Source: an optimization exercise on an open RTL-to-GDS flow (aim: small area and a short achievable clock period). Production flows keep margins and buffers that such runs may drop. The RTL was checked by simulation tests, not by an equivalence proof against the original design. Power is estimated from default activity; no workload was simulated.

==> design.v <==
`timescale 1ns / 1ps
module ambilight (
    input clk,           
    input rst,           
    input [23:0] rbg,    
    input vde,           
    input vsync,         
    output led_data      
    );
    localparam N = 39;           
    localparam W = 14;           
    reg d_vsync, d_valid;
    reg [6:0] hs, vs;
    reg [4:0] hp;
    reg [3:0] vp;
    wire rise = vsync & ~d_vsync;
    wire fall = ~vsync & d_vsync;
    wire lend = d_valid & ~vde;
    always @(posedge clk) begin
      if (rst) begin
        d_vsync <= 1'b0; d_valid <= 1'b0;
        hs <= 0; hp <= 0; vs <= 0; vp <= 0;
      end else begin
        d_vsync <= vsync; d_valid <= vde;
        if (lend) begin
          hs <= 0; hp <= 0;
          if (vs == 97) begin
            vs <= 0;
            if (vp != 11) vp <= vp + 1'b1;
          end else vs <= vs + 1'b1;
        end else begin
          if (vde) begin
            if (hs == 100) begin
              hs <= 0;
              if (hp != 19) hp <= hp + 1'b1;
            end else hs <= hs + 1'b1;
          end
          if (rise) begin vs <= 0; vp <= 0; end
        end
      end
    end
    wire [6:0] dvl = (vs > 51) ? vs - 7'd51 : 7'd51 - vs;
    wire [6:0] dvr = (vs > 49) ? vs - 7'd49 : 7'd49 - vs;
    wire [6:0] dht = (hs > 50) ? hs - 7'd50 : 7'd50 - hs;
    wire [6:0] dhr = 7'd101 - hs;
    wire in_l = (hp == 0) && (vp <= 10) && (hs < 8) && (dvl < 8) && (hs + dvl < 8);
    wire in_t = (vp == 0) && (hp != 0) && (hp <= 18) && (dht < 8) && (vs < 8) && (dht + vs < 8);
    wire in_r = (hp == 18) && (vp != 0) && (vp <= 10) && (dhr < 8) && (dvr < 8) && (dhr + dvr < 8);
    wire [5:0] led1 = in_l ? 6'd10 - vp : in_t ? 6'd10 + hp : 6'd28 + vp;
    reg pv;
    reg [5:0] pled;
    reg [23:0] pix;      
    always @(posedge clk) begin
      pv <= vde & ~rst & (in_l | in_t | in_r);
      pled <= led1;
      pix <= {rbg[7:0], rbg[23:16], rbg[15:8]};
    end
    wire clr = rst | fall;
    reg [5:0] pos;                   
    reg [5:0] cc;                    
    reg [3*W*N-1:0] ring;            
    wire [3*W-1:0] rin = ring[3*W*N-1 -: 3*W];
    wire stale = (cc != N);
    reg av, bv;
    reg [5:0] aled, bled;
    reg [3*W-1:0] asum;              
    reg [32:0] bsum;                 
    wire ma = av && (aled == pos);
    wire mb = bv && (bled == pos);
    wire [3*W-1:0] bsum_w = {3'b0, bsum[32:22], 3'b0, bsum[21:11], 3'b0, bsum[10:0]};
    wire [3*W-1:0] xadd = ma ? asum : mb ? bsum_w : {3*W{1'b0}};
    wire [3*W-1:0] rbase = stale ? {3*W{1'b0}} : rin;
    wire [3*W-1:0] hsum;
    assign hsum[3*W-1 -: W] = rbase[3*W-1 -: W] + xadd[3*W-1 -: W];
    assign hsum[2*W-1 -: W] = rbase[2*W-1 -: W] + xadd[2*W-1 -: W];
    assign hsum[W-1 -: W]   = rbase[W-1 -: W]   + xadd[W-1 -: W];
    wire a_same = av && (aled == pled);
    wire [3*W-1:0] abase = (a_same && !ma) ? asum : {3*W{1'b0}};
    wire [3*W-1:0] anew;
    assign anew[3*W-1 -: W] = abase[3*W-1 -: W] + pix[23:16];
    assign anew[2*W-1 -: W] = abase[2*W-1 -: W] + pix[15:8];
    assign anew[W-1 -: W]   = abase[W-1 -: W]   + pix[7:0];
    always @(posedge clk) begin
      if (rst) pos <= 0;
      else pos <= (pos == N-1) ? 6'd0 : pos + 1'b1;
      if (clr) cc <= 1;
      else if (cc != N) cc <= cc + 1'b1;
      ring <= {ring[3*W*(N-1)-1:0], clr ? {3*W{1'b0}} : hsum};
      if (clr) begin
        av <= 1'b0; bv <= 1'b0;
      end else begin
        if (ma) av <= 1'b0;
        if (mb) bv <= 1'b0;
        if (pv) begin
          av <= 1'b1; aled <= pled; asum <= anew;
          if (!a_same && av && !ma) begin
            bv <= 1'b1; bled <= aled;
            bsum <= {asum[3*W-4 -: 11], asum[2*W-4 -: 11], asum[W-4 -: 11]};
          end
        end
      end
    end
    reg [6:0] out_cnt_dummy;   
    reg [5:0] out_cnt;
    reg rdy;
    wire load = ~rst & rise & (out_cnt == N) & rdy;
    reg fact;                        
    reg [5:0] fd;                    
    reg [5:0] sleft;                 
    reg sav, sbv;
    reg [5:0] saled, sbled;
    reg [3*W-1:0] sasum;
    reg [32:0] sbsum;
    wire sma = sav && (saled == pos);
    wire smb = sbv && (sbled == pos);
    wire [3*W-1:0] sbsum_w = {3'b0, sbsum[32:22], 3'b0, sbsum[21:11], 3'b0, sbsum[10:0]};
    wire [3*W-1:0] sxadd = sma ? sasum : smb ? sbsum_w : {3*W{1'b0}};
    wire [3*W-1:0] sbase = (sleft != 0) ? {3*W{1'b0}} : rin;
    wire [3*W-1:0] fsum;
    assign fsum[3*W-1 -: W] = sbase[3*W-1 -: W] + sxadd[3*W-1 -: W];
    assign fsum[2*W-1 -: W] = sbase[2*W-1 -: W] + sxadd[2*W-1 -: W];
    assign fsum[W-1 -: W]   = sbase[W-1 -: W]   + sxadd[W-1 -: W];
    wire [3*W-1:0] fsel = load ? hsum : fsum;
    wire [23:0] fval = {fsel[3*W-1 -: 8], fsel[2*W-1 -: 8], fsel[W-1 -: 8]};
    reg [24*N-1:0] oring;            
    reg [5:0] opos;
    always @(posedge clk) begin
      if (rst) begin
        fact <= 1'b0;
      end else if (load) begin
        fact <= 1'b1; fd <= N-2;
        sleft <= stale ? (N-1) - cc : 6'd0;
      end else if (fact) begin
        if (fd == 0) fact <= 1'b0;
        fd <= fd - 1'b1;
        if (sleft != 0) sleft <= sleft - 1'b1;
      end
      if (!fact) begin
        sav <= av; sbv <= bv; saled <= aled; sbled <= bled; sasum <= asum; sbsum <= bsum;
      end
      oring <= {oring[24*(N-1)-1:0], (load | fact) ? fval : oring[24*N-1 -: 24]};
      opos <= pos;
    end
    reg trig, t_valid_reg, t_valid, nxt_reg, nxt_s;
    reg [5:0] avg_led;
    wire d_trig_w;
    wire nxt_out_w;
    always @(posedge clk) begin
      if (rst) begin
        {t_valid, t_valid_reg} <= 2'b00;
        {nxt_s, nxt_reg} <= 2'b11;
      end else begin
        {t_valid, t_valid_reg} <= {t_valid_reg, d_trig_w};
        {nxt_s, nxt_reg} <= {nxt_reg, nxt_out_w};
      end
      if (rst) begin
        out_cnt <= N;
        trig <= 1'b0;
      end else if (load) begin
        out_cnt <= 0;
      end else if (out_cnt < N) begin
        avg_led <= out_cnt;
        if (nxt_s) trig <= 1'b1;
        if (t_valid && trig) begin
          trig <= 1'b0;
          out_cnt <= out_cnt + 1'b1;
        end
      end else
        out_cnt <= N;
    end
    localparam IDLE=3'd0, TRANS=3'd1, TRANSX=3'd2, UPDATE=3'd4, FIN=3'd5;
    reg [2:0] state;
    reg [15:0] counter;
    reg chg;
    reg i_out;
    reg dg_trig_reg, dg_trig, d_trig;
    reg [4:0] idx;
    reg [5:0] buf_led, cur_led;
    reg cur_bit;
    reg buf_up;
    reg nxt;
    reg [2:0] state_n;
    assign led_data = i_out;
    assign d_trig_w = d_trig;
    assign nxt_out_w = nxt & ~d_trig;
    always @(*) rdy = (state == IDLE);
    wire capture = ~d_trig & dg_trig & (nxt | rdy);
    always @(posedge clk) begin
      if (rst) {dg_trig, dg_trig_reg} <= 2'b00;
      else {dg_trig, dg_trig_reg} <= {dg_trig_reg, trig};
      if (rst) nxt <= 1'b1;
      else if (capture) begin
        buf_led <= avg_led;
        nxt <= 1'b0;
      end else if (buf_up) nxt <= 1'b1;
      if (rst) d_trig <= 1'b0;
      else d_trig <= dg_trig;
      if (opos == cur_led) cur_bit <= oring[idx];
    end
    always @(*) begin
      state_n = state;
      if (rst) state_n = IDLE;
      else case (state)
        IDLE:   if (!nxt) state_n = TRANS;
        TRANS:  state_n = TRANSX;
        TRANSX: if (counter >= 16'd182 + cur_bit) state_n = UPDATE;
        UPDATE: if (idx == 0) begin
                  if (!nxt) state_n = TRANS;
                  else if (counter > 16'd3713) state_n = FIN;
                end else state_n = TRANS;
        FIN:    if (counter > 16'd55687) state_n = IDLE;
        default: ;
      endcase
    end
    always @(posedge clk) begin
      counter <= chg ? 16'd0 : counter + 1'b1;
      chg <= (state_n != state);
      state <= state_n;
      buf_up <= 1'b0;
      if (rst) begin
        i_out <= 1'b0;
        idx <= 5'd23;
      end else begin
        case (state)
          IDLE: begin
            i_out <= 1'b0;
            if (!nxt) begin
              cur_led <= buf_led; buf_up <= 1'b1; idx <= 5'd23;
            end
          end
          TRANS: i_out <= 1'b0;
          TRANSX: i_out <= (counter < 16'd59) | ((counter < 16'd119) & cur_bit);
          UPDATE: begin
            i_out <= 1'b0;
            if (idx == 0) begin
              if (!nxt) begin
                idx <= 5'd23; cur_led <= buf_led; buf_up <= 1'b1;
              end
            end else idx <= idx - 1'b1;
          end
          FIN: begin
            i_out <= 1'b0;
            buf_up <= 1'b1;
          end
          default: ;
        endcase
      end
    end
endmodule
==> run.sh <==
#!/bin/bash
# synth_recipe.tcl (not shown) runs the flow's synth.tcl, then flattens the netlist and writes it again
# the make line also repeats each setting of config.mk as NAME=value (left out here)
make -C /OpenROAD-flow-scripts/flow DESIGN_CONFIG=/design/flow/config.mk WORK_HOME=/design/flow/orfs CLKGATE_MAP_FILE= SYNTH_SCRIPT=/design/flow/synth_recipe.tcl finish
==> config.mk <==
export PLATFORM = sky130hd
export DESIGN_NAME = ambilight
export DESIGN_NICKNAME = ambilight
export VERILOG_FILES = /design/flow/design.v
export SDC_FILE = /design/flow/constraint.sdc
export NUM_CORES = 8
export LEC_CHECK = 0
export CAP_MARGIN = 40
export CORE_MARGIN = 2
export CORE_UTILIZATION = 40
export SLEW_MARGIN = 40
==> constraint.sdc <==
create_clock -name core_clock -period 20.0 [get_ports {clk}]
set_input_delay 4.0000 -clock core_clock [delete_from_list [all_inputs] [get_ports {clk}]]
set_output_delay 4.0000 -clock core_clock [all_outputs]
set_load 0.01 [all_outputs]
==> impl.org <==
** Status
- Result of the run :: no timing/DRC/antenna violations

** Placed design
- At the end of routability-driven placement, the weighted congestion stood at 0.789.
- In this run the tool buffered the top-level ports with 28 buffer cells.
- The wire-length estimate of the detail-placed layout is 62.2 mm.

** Global routing
- Total Routing Usage GR :: 11.5%
- Total congestion overflow :: 0
- Largest net degree at the start of global routing :: 87
- The initial antenna violation count is 5.
- The first global-routing pass estimated 164 mm of wire.
- The via count of the first global-routing pass was 30,899.

** STA
- Fin Clk Skew :: 0.0610 ns
- Slew HR :: 46.2%
- Transition time at the pin with the least slew margin :: 0.807 ns
- The final-report hold violation count is 0.
- Final sum of negative setup slack :: 0 ns
- RSZ-0062 raised after global routing :: no
- Max frequency :: 163 MHz
- Minimum clock period after layout :: 6.14 ns
- Setup violations remaining at the end of the flow were counted as 0.
- Dividing the final minimum period by the clock period gives 30.7%.
- Count of pins over their slew limit :: 0

** Power
- Peak supply drop :: 92.0 µV
- Pwr per Cell Area :: 139 nW/µm²
- Final Total Pwr :: 0.0116 W
- Static power due to leakage :: 33.4 nW

** Min path
- Worst Hold Class :: flip-flop to flip-flop
- Cells on Worst Hold Path :: 0
- Worst min-delay path startpoint :: ring[1068]
- Worst min-delay path endpoint :: ring[1110]

** Cells and area
- Flip-flop count of the largest register, all copies and words added :: 1,638
- In the final layout, the registers with the most flip-flops are ring: 1638 flops, oring: 936 flops.
- In the final design database the tool counted 4,954 nets.
- Share of post-route cells with drive strength above 1 :: 10.1%
- More flip-flops sit in one register than any other, and that register is ring.
- The filler cells instantiated in the layout total 14,964.
- From synthesis to final layout, the design area changed by 17.2%.
- Most used cells in the layout excluding fill and tap cells :: dfxtp_1 (2,693), clkbuf_16 (288), edfxtp_1 (207)
- Leading cell type in the layout, fill and taps excluded :: dfxtp_1

** Clock network
- Reg clk slew, reported paths :: 0.06 ns
- CTS Hold Bufs :: 0
- Clock latency on the worst-skew pair, taken at its later pin, is 0.88 ns.
- After clock tree synthesis, the setup repair step added 0 buffers.
- The tree is rooted in a clkbuf_16.
- TritonCTS sink count :: 2,900
- Clock Path Buffers :: 4
- Number of clock buffers inserted by TritonCTS :: 278
- CTS-repair resized insts :: 0
- Clock tree from TritonCTS :: built
- H-tree levels :: 5

** Worst setup path
- Crit path max fanout :: 49
- Cells along the critical path :: clkdlybuf4s50_1 -> inv_1 -> a21oi_1 -> buf_4 -> and2_2 -> buf_4 -> and3_4
- Critical Path End Type :: flip-flop
- Among the stages of the critical path, the cell type that occurs most often is buf_4.
- Required time of the critical path :: 20.47 ns
- Counting both buffers and inverters, the worst setup path holds a total of 4.
- Critical path launch point type :: primary input
- Reg2reg path depth :: 16
- In this run the critical register-to-register path is launched from pos[1].
- Critical R2R Capture :: oring[15]
- R2R setup slack :: 14.70 ns
- The largest single stage delay on the critical path is 0.72 ns.
- The critical path in this run is classified as primary input to flip-flop.
- Slowest cell on the critical path :: and3_4
- Family with the most delay on the worst path :: buffers and inverters
- Crit path DAT :: 6.60 ns

** Logic synthesis
- Async set or reset register ratio after synthesis :: 0%
- Yosys mapped the design onto 92 distinct sky130hd cell types.
- The cell count after synthesis came out at 4,522.
- Share of synthesized area occupied by flip-flops and latches :: 84.6%
- Total of flip-flops plus latches after synthesis :: 2,900
- Most used flip-flop cell after synthesis :: dfxtp_1
- Yosys warning count :: 1
- Combined area of all synthesized cells :: 71,100 µm²
- Synthesis produced a netlist with a net count of 4,712.
- The average instance in the mapped netlist occupies 15.7 µm².
- EDFF count, synth :: 207

** Drt
- Overall via count from detail_route :: 30,914
- Using the TritonRoute via totals, the vias-per-cell ratio works out to 4.23.
- Total wire length :: 104 mm
- For this block, the initial DRC count from the detailed router was 1,420.
- Wire length per cell after detailed routing :: 14.2 µm
- For this run, design rule violations remaining after detail routing come to 0.
- Once detail routing completed, the nets flagged for antenna violations numbered 0.
- Length of the first detailed-routing pass in iterations :: 5

** Die
- Row generation in the floorplan step produced 154 rows.
- Horiz. Die Dim :: 426 µm
- For this design the top-level I/O count stands at 29.
- Measured along the y axis, the die boundary spans 426 µm.
- Once the floorplan was initialized, standard cells occupied 40.3% of the core.
- Die area :: 181,000 µm²
- The floorplan step defined a core boundary enclosing 176,000 µm².

** Run
- Max-cap violation count :: 0
==> layer usage <==
metal / global-route usage [%] / up-vias / part of all wire, %
met2: 17.5 / 534 / 44
met3: 2.87 / 252 / 4.3
met1: 15.5 / 14643 / 49
met5: 0 / - / 0
met4: 4.89 / 0 / 3.4
li1: - / 15485 / -
==> worst max path at each step <==
stage / startpoint / endpoint / slack, ns / cells past startpoint
final: vsync / bsum[4] / 13.86 / 7
after global routing: vsync / bsum[4] / 13.73 / 7
after CTS: vsync / bsum[4] / 13.83 / 7
after detailed placement: vsync / bsum[1] / 12.91 / 7
after global placement: vsync / bsum[14] / 12.63 / 7
after floorplan: vsync / bled[0] / 13.04 / 4
==> cells in the mapped netlist (17+ instances only) <==
cell type     n  share of area, %
a21o_1       26              0.27
a21oi_1     107              0.75
a22o_1       63              0.78
a31oi_1      23              0.20
and2_1      114               1.0
and3_1       21              0.18
clkbuf_1     64              0.34
dfxtp_1    2693                76
edfxtp_1    207               8.7
ha_1        156               2.7
inv_1        76              0.40
nand2_1     123              0.65
nand3_1      40              0.28
nand4_1      22              0.19
nor2_1      200               1.1
nor2b_1      19              0.17
nor3_1       36              0.25
nor4_1       17              0.15
o21ai_0      86              0.61
or3_1        17              0.15
xnor2_1     105               1.3
xor2_1       72              0.89
==> per-stage QoR <==
step	util (%)	instances	cell area [µm²]	setup WS, ns	hold WS [ns]
2_1_floorplan	-	4522	71100	13.04	0.310
3_3_place_gp	42.0	6823	74100	12.63	0.309
3_5_place_dp	42.0	6823	74100	12.91	0.312
4_1_cts	47.2	7298	83300	13.83	0.274
5_1_grt	47.2	7299	83300	13.73	0.282
6_report	47.2	7302	83300	13.86	0.285
==> cell families after synthesis <==
| family | after synthesis | synth area share [%] |
|---|---|---|
| AOI/OAI and AO/OA | 433 | 4.16 |
| xor gates and xnor gates | 177 | 2.18 |
| adders and majority gates | 163 | 2.93 |
| buffers and inverters | 161 | 0.919 |
| DFF | 2900 | 84.6 |
| muxes | 27 | 0.569 |
| and+or+nand+nor | 661 | 4.63 |
==> layout make-up <==
cell class,count,area (µm²),share of cell area [%]
Clock buffer,386,8070,9.68
Antenna cell,3,7.51,0.00901
Tap cell,2340,2930,3.52
Timing Repair Buffer,47,425,0.511
Clock inverter,89,1120,1.35
Multi-Input combinational cell,1461,10300,12.4
Sequential cell,2900,60100,72.2
Inverter,76,288,0.346
==> where the power goes <==
part	total (W)	switching, W	internal [W]
Clock	0.00516	0.00203	0.00313
Combinational	0.000172	0.000104	0.0000678
Sequential	0.00627	0.000110	0.00616

re-timing with driven ports:
The flow's constraints put no driver on any port. The routed layout listed below was extracted and timed again, unchanged, in two steps.
Step 1 (the two cells are an assumption about what drives the block):
set clk [get_ports {clk}]
set_driving_cell -lib_cell sky130_fd_sc_hd__clkbuf_16 $clk
set_driving_cell -lib_cell sky130_fd_sc_hd__buf_2 [delete_from_list [all_inputs] $clk]
Step 2 moves the port delays by t, midway between the first and last clock arrival at a register: inputs arrive t later, outputs are due t later. That takes back most of the time a late clock gives input paths.
Slacks: ideal / step 1 / step 2; pairs: ideal / step 1.
t, ns: 0.929
slack for setup (ns): 13.863 / 13.916 / 12.987
worst setup path at the end: input to register
clock arrival spread, ns: 0.076 / 0.076
After both steps this run still meets setup and hold. For this run, drivers alone change the setup slack by +0.053 ns; drivers and shift together by -0.876 ns.
